Context: an optimization exercise on an open-source flow, tuned for small area, a short achievable clock period and few clock cycles per item. The choices shown serve that exercise and are no tape-out recipe. Function was checked by simulation only, so behaviour that the tests miss may differ from the original. Power and IR drop assume default switching activity.

Design MD5, start of the top module:
module MD5(
    input wire clk,
    input wire reset_n,
    input wire cs,
    input wire we,
    input wire [7:0] address,
    input wire [31:0] write_data,
    output wire [31:0] read_data
);
localparam CORE_NAME0   = 32'h6d643520;    
localparam CORE_NAME1   = 32'h68617368;    
localparam CORE_VERSION = 32'h302e3120;    
wire         ready;
wire [127:0] digest;
wire wr       = cs & we;
wire ctrl_wr  = wr & (address == 8'h08);
wire block_wr = wr & (address[7:4] == 4'h2);
MD5_core core(
    .clk(clk),
    .reset_n(reset_n),
    .init(ctrl_wr & write_data[0] & ~write_data[1]),
    .next(ctrl_wr & write_data[1] & ~write_data[0]),
    .block_wr(block_wr),
    .block_sel(address[5]),
    .block_addr(address[3:0]),
    .block_data(write_data),
    .digest(digest),
    .ready(ready)
);
reg [31:0] rd;
always @(*) begin
    rd = 32'h0;
    case (address)
        8'h00: rd = CORE_NAME0;
        8'h01: rd = CORE_NAME1;
        8'h02: rd = CORE_VERSION;
        8'h09: rd = {31'h0, ready};
        8'h40: rd = digest[127:96];
        8'h41: rd = digest[95:64];
        8'h42: rd = digest[63:32];
        8'h43: rd = digest[31:0];
        default: rd = 32'h0;
    endcase
end
assign read_data = rd;
endmodule
Size in the first run: ~4800 cells after synthesis, roughly 76 I/O pins.
clock: 9.0 ns
lec_check: 0
cap_margin: 20
core_margin: 2
core_utilization: 40
slew_margin: 20
run.sh (not shown) runs the stock make flow with config.mk's settings and CLKGATE_MAP_FILE= SYNTH_SCRIPT=/design/flow/synth_recipe.tcl, a recipe that flattens the netlist after the stock synthesis.
The baseline produced a clean layout.
Testbench counts at the start, summed over its fixed seeds: cycles 13,695, blocks 192.
Then changed:
- SETUP_SLACK_MARGIN: not set -> 3.5
What happened:
- fmax increases by 23%
- core utilization climbs by 1.7 points
- combinational power is higher by 12%
- count of clock-buffer cells in the layout drops by 3
- total power grows by 3.8%
- routed wire length drops by 0.41%
- design area grows by 3.8%
- via count is higher by 1.9%
- sequential cell count stays the same

---

build 2:
MD5, a different RTL version from the one above (not shown whole).
Size: roughly 6500 cells after synthesis, ~800 flip-flops, about 0.048 mm² of cells after synthesis.
Settings: LEC_CHECK=0, ABC_AREA=1, CAP_MARGIN=20, CORE_MARGIN=2, CORE_UTILIZATION=40, SETUP_SLACK_MARGIN=3.7, SLEW_MARGIN=20, SYNTH_HIERARCHICAL=1; clock period 9.0 ns.
standard.sh (not shown) runs the stock make flow with config.mk's settings and CLKGATE_MAP_FILE= SYNTH_SCRIPT=/design/flow/synth_recipe.tcl, a recipe that flattens the netlist after the stock synthesis.
==> flow/flow/run.sh <==
#!/bin/bash
# The standard layout (the standard.sh), with one change to synthesis: Yosys does not map
# adders to the library's full/half-adder cells (ADDER_MAP_FILE is empty), so ABC maps the
# adders' logic together with the rest. Registers are mapped exactly as in the standard synthesis.
# make's full output goes to flow_make.log; ORFS keeps each step's log under orfs/logs/.
set -euo pipefail
bash standard.sh ADDER_MAP_FILE= finish > flow_make.log 2>&1
Testbench counts of build 2, summed over its fixed seeds: cycles 13,695, blocks 192.
#### Input delta (build 13 over build 2)
- an added PLACE_DENSITY of 0.72
- a change of SETUP_SLACK_MARGIN from 3.7 to 4.0
## What came out
- Summary of build 13 over build 2: total overflow reported by the global router essentially unchanged, fraction of the cycle the final worst path needs decreased 3.5 points, part of the total power dissipated in sequential elements increased 0.4 points.
- Placement row count: build 2 vs build 13 identical
- Per the comparison of build 13 with build 2, utilization now sits higher, total number of cells along the worst setup path saw a decrease, routed wire length -about 1.8%, cell count climbed about 0.44%.
- Against build 2, build 13 reports a sequential portion of the cell area that is lower.
Input changes introduced in build 68 (baseline for comparison: build 13):
- changing SETUP_SLACK_MARGIN from 4.0 to 4.1
- setting CTS_CLUSTER_DIAMETER to 250 for the first time
- setting CTS_CLUSTER_SIZE to 16 for the first time
- removing PLACE_DENSITY (formerly 0.72)
### Flow results
Global-route total usage across every layer in build 68 vs build 13: up 1.1 points. Leakage power of the design for build 68: about 0.34% down relative to build 13. Comparing build 13 and build 68, antenna diode instance count is lower on build 13. Going from build 13 to build 68, total of clock buffers placed in the layout dropped about 5.6%, final total power dropped about 11%, power dissipated by switching net loads dropped 9.2%. Per the comparison of build 68 with build 13, routed via count now smaller; worst setup slack before clock tree synthesis shrank by 0.11 ns.
For build 10, these inputs were changed with respect to build 68:
- SETUP_SLACK_MARGIN now 4.0, was 4.1
==> flow/flow/run.sh <==
#!/bin/bash
# The standard layout (the standard.sh) with two changes to synthesis:
# - Yosys does not map adders to the library's full/half-adder cells
#   (ADDER_MAP_FILE is empty), so ABC maps the adders' logic with the rest;
# - flow/synth.tcl runs synth_recipe.tcl with ABC mapping MD5_core with
#   flow/core_abc.script.
# Registers are mapped exactly as in the standard synthesis.
# make's full output goes to flow_make.log; ORFS keeps each step's log under orfs/logs/.
set -euo pipefail
bash standard.sh ADDER_MAP_FILE= SYNTH_SCRIPT="$PWD/flow/synth.tcl" finish > flow_make.log 2>&1
==> flow/flow/core_abc.script (new file) <==
strash
dc2
dch
map -B 0.9
topo
stime -c
buffer -c
upsize -c
dnsize -c
==> flow/flow/synth.tcl (new file) <==
# The standard flow's synthesis (synth_recipe.tcl, run unchanged), with one change: ABC maps
# the module MD5_core with the script core_abc.script (logic rewriting for area
# with dc2 before the mapping of ORFS's area script). Every other module is
# mapped with the script that the flow settings choose. ABC maps only
# combinational logic; registers are mapped by synth.tcl as in the standard
# synthesis.
set flow_dir [file dirname [file normalize [info script]]]
proc abc {args} {
  global flow_dir
  set i [lsearch -exact $args -script]
  set core [lreplace $args [expr {$i + 1}] [expr {$i + 1}] $flow_dir/core_abc.script]
  yosys abc {*}$core MD5_core
  yosys abc {*}$args * MD5_core %d
}
source [file dirname $flow_dir]/synth_recipe.tcl
==> comparison <==
- Build 10 vs build 68, category of the critical setup timing path: reg2reg vs in2out
- From build 68 to build 10 the numbers moved as follows: via density per instance rose 1.4%, signed area change from the synthesized netlist to the final layout rose 10 points, arrival time at the worst endpoint rose 4.29 ns.

---

Setup of v17:
Another version of the RTL of MD5 (not shown whole).
Size: ~800 flip-flops, ~76 I/O pins, ~48000 um^2 of cells after synthesis.
==> flow/design.v (excerpt) <==
module MD5(
    input wire clk,
    input wire reset_n,
    input wire cs,
    input wire we,
    input wire [7:0] address,
    input wire [31:0] write_data,
    output wire [31:0] read_data
);
clock: 9.0 ns
lec_check: 0
abc_area: 1
cap_margin: 20
core_margin: 2
core_utilization: 45
cts_cluster_diameter: 220
cts_cluster_size: 18
setup_slack_margin: 3.9
slew_margin: 20
synth_hierarchical: 1
==> flow/flow/run.sh <==
#!/bin/bash
# The standard layout (the standard.sh), with one change to synthesis: Yosys does not map
# adders to the library's full/half-adder cells (ADDER_MAP_FILE is empty), so ABC maps the
# adders' logic together with the rest. Registers are mapped exactly as in the standard synthesis.
# make's full output goes to flow_make.log; ORFS keeps each step's log under orfs/logs/.
set -euo pipefail
bash standard.sh ADDER_MAP_FILE= finish > flow_make.log 2>&1
v17 | status: complete | timing, DRC, antenna: pass
Testbench counts of v17, summed over its fixed seeds: cycles 13,695, blocks 192.
### v17 -> v15
-- flow/config.mk --
<<< v17, line 11
export CORE_UTILIZATION = 45
>>> v15, line 11
export CORE_UTILIZATION = 50
<<< v17, line 14
export SETUP_SLACK_MARGIN = 3.9
>>> v15, line 14
export SETUP_SLACK_MARGIN = 4.0
### Flow results
v15 has completed all stages; timing, DRC and antenna checks passed.
v15 vs. v17: count of fill cells added during filler insertion down 1379, sequential share of layout area down 0.62 points, worst path setup slack after routing up 120 ps, maximum cell stage delay along the critical path down 140 ps, area of all placed cells without fillers up 1.5%.
The via count reported for v15 is higher than the one for v17.
| floorplan die height | lower: v15 |
Between v17 and v15, the flow reports final cell count decreasing slightly.
> inputs changed (v15 -> v4)
==> flow/flow/run.sh <==
#!/bin/bash
# The standard layout (the standard.sh) with two changes:
# - synthesis: Yosys does not map adders to the library's full/half-adder cells
#   (ADDER_MAP_FILE is empty), so ABC maps the adders' logic together with the
#   rest. Registers are mapped exactly as in the standard synthesis.
# - placement: every input and output port is still given a buffer, but the
#   buffer is sky130_fd_sc_hd__buf_4 instead of the delay cell that
#   buffer_ports picks by default.
# make's full output goes to flow_make.log; ORFS keeps each step's log under orfs/logs/.
set -euo pipefail
bash standard.sh ADDER_MAP_FILE= "BUFFER_PORTS_ARGS=-buffer_cell sky130_fd_sc_hd__buf_4" SYNTH_SCRIPT="$PWD/flow/synth.tcl" finish > flow_make.log 2>&1
==> flow/flow/core_abc.script (new file) <==
strash
dch
map -a
topo
stime -c
buffer -c
upsize -c
dnsize -c
==> flow/flow/synth.tcl (new file) <==
# The standard flow's synthesis (synth_recipe.tcl, run unchanged), with one change: ABC maps
# the module MD5_core with the script core_abc.script (ORFS's area script with
# area-oriented mapping, map -a). Every other module is
# mapped with the script that the flow settings choose. ABC maps only
# combinational logic; registers are mapped by synth.tcl as in the standard
# synthesis.
set flow_dir [file dirname [file normalize [info script]]]
proc abc {args} {
  global flow_dir
  set i [lsearch -exact $args -script]
  set core [lreplace $args [expr {$i + 1}] [expr {$i + 1}] $flow_dir/core_abc.script]
  yosys abc {*}$core MD5_core
  yosys abc {*}$args * MD5_core %d
}
source [file dirname $flow_dir]/synth_recipe.tcl
-- flow/config.mk --
<<< v15, line 11
export CORE_UTILIZATION = 50
>>> v4, line 11
export CORE_UTILIZATION = 45
<<< v15, line 14
export SETUP_SLACK_MARGIN = 4.0
>>> v4, line 14
export SETUP_SLACK_MARGIN = 4.1
--- outcome ---
v15 has higher post-synthesis cell area than v4.
v15 ended up with primary input to output port as its category of the critical setup timing path; v4 ended up with register to register.
Comparing v15 and v4, the higher total routed wire length on the met1 layer is on v4.
Diff v15 -> v4: overall routing resource usage went down by 3.2 points; proportion of synthesized chip area in sequential cells increased 2.9 points; floorplan die area went up about 4.4%; die height now larger.
The following lists how v9 was set up differently from v4:
==> flow/run.sh (new file) <==
#!/bin/bash
# synth_recipe.tcl (not shown) runs the flow's synth.tcl, then flattens the netlist and writes it again
# the make line also repeats each setting of config.mk as NAME=value (left out here)
make -C /OpenROAD-flow-scripts/flow DESIGN_CONFIG=/design/flow/config.mk WORK_HOME=/design/flow/orfs CLKGATE_MAP_FILE= SYNTH_SCRIPT=/design/flow/synth_recipe.tcl finish
-- flow/config.mk --
<<< v4, line 14
export SETUP_SLACK_MARGIN = 4.1
>>> v9, line 14
export SETUP_SLACK_MARGIN = 3.8
removed: flow/flow/run.sh
removed: flow/flow/core_abc.script
removed: flow/flow/synth.tcl
removed: flow/standard.sh
Findings:
The number of standard cells in the final layout excluding fillers of v9 is higher than that of v4. Reported for v9 and v4, number of endpoints with negative hold slack in the final report turned out identical to the last digit. Post-route standard cell area excluding fillers is higher on v9. v9 and v4 ended up with nearly the same number of max-cap violations. Going from v4 to v9, post-synthesis average cell area went up by 1.7%; number of enable flip-flop cells after synthesis comparable. Number of vias per cell: v9 < v4. v9 and v4 ended up with nearly the same hold slack. Looking only at multi-input logic area, and setting everything else aside, the higher value of v9 and v4 goes to v9. Diff v9 and v4: via count higher in v9.

==> afterwards: timing with drivers on the ports <==
The flow's constraints put no driver on any port. The routed layouts listed below were extracted and timed again, unchanged, in two steps.
Step 1, drivers: a clkbuf_16 drives clk and a buf_2 each remaining input, both assumed.
Step 2 times the ports against the registers' clock, not the clock port: input delays grow and output delays shrink by t, the midpoint of the rising clock arrivals with the driver on.
Slacks: no drivers / after step 1 / after step 2; pairs: no drivers / after step 1.
run | t (ns) | setup WS [ns] | worst setup path at the end | worst slew at a driven data input, ns
the first run of note 1 | 0.811 | 0.776 / 0.776 / 0.776 | register to register | 0.10
the second run of note 1 | 0.770 | 2.295 / 2.295 / 2.295 | register to register | 0.08
build 2 | 0.746 | 3.733 / 3.711 / 3.080 | input to register | 0.15
build 13 | 0.782 | 4.050 / 4.025 / 3.370 | input to register | 0.25
build 68 | 0.770 | 4.158 / 4.118 / 3.544 | input to register | 0.16
build 10 | 0.754 | 2.098 / 2.098 / 1.735 | input to register | 0.12
v17 | 0.748 | 3.946 / 3.927 / 3.400 | input to register | 0.12
v15 | 0.738 | 4.070 / 3.966 / 3.515 | input to register | 0.11
v4 | 0.758 | 2.997 / 2.997 / 2.997 | register to register | 0.11
v9 | 0.750 | 3.519 / 3.519 / 3.289 | input to register | 0.10
After both steps setup and hold are still met in every run listed. For build 13, which loses most, drivers alone change the setup slack by -0.025 ns; drivers and shift together by -0.680 ns.
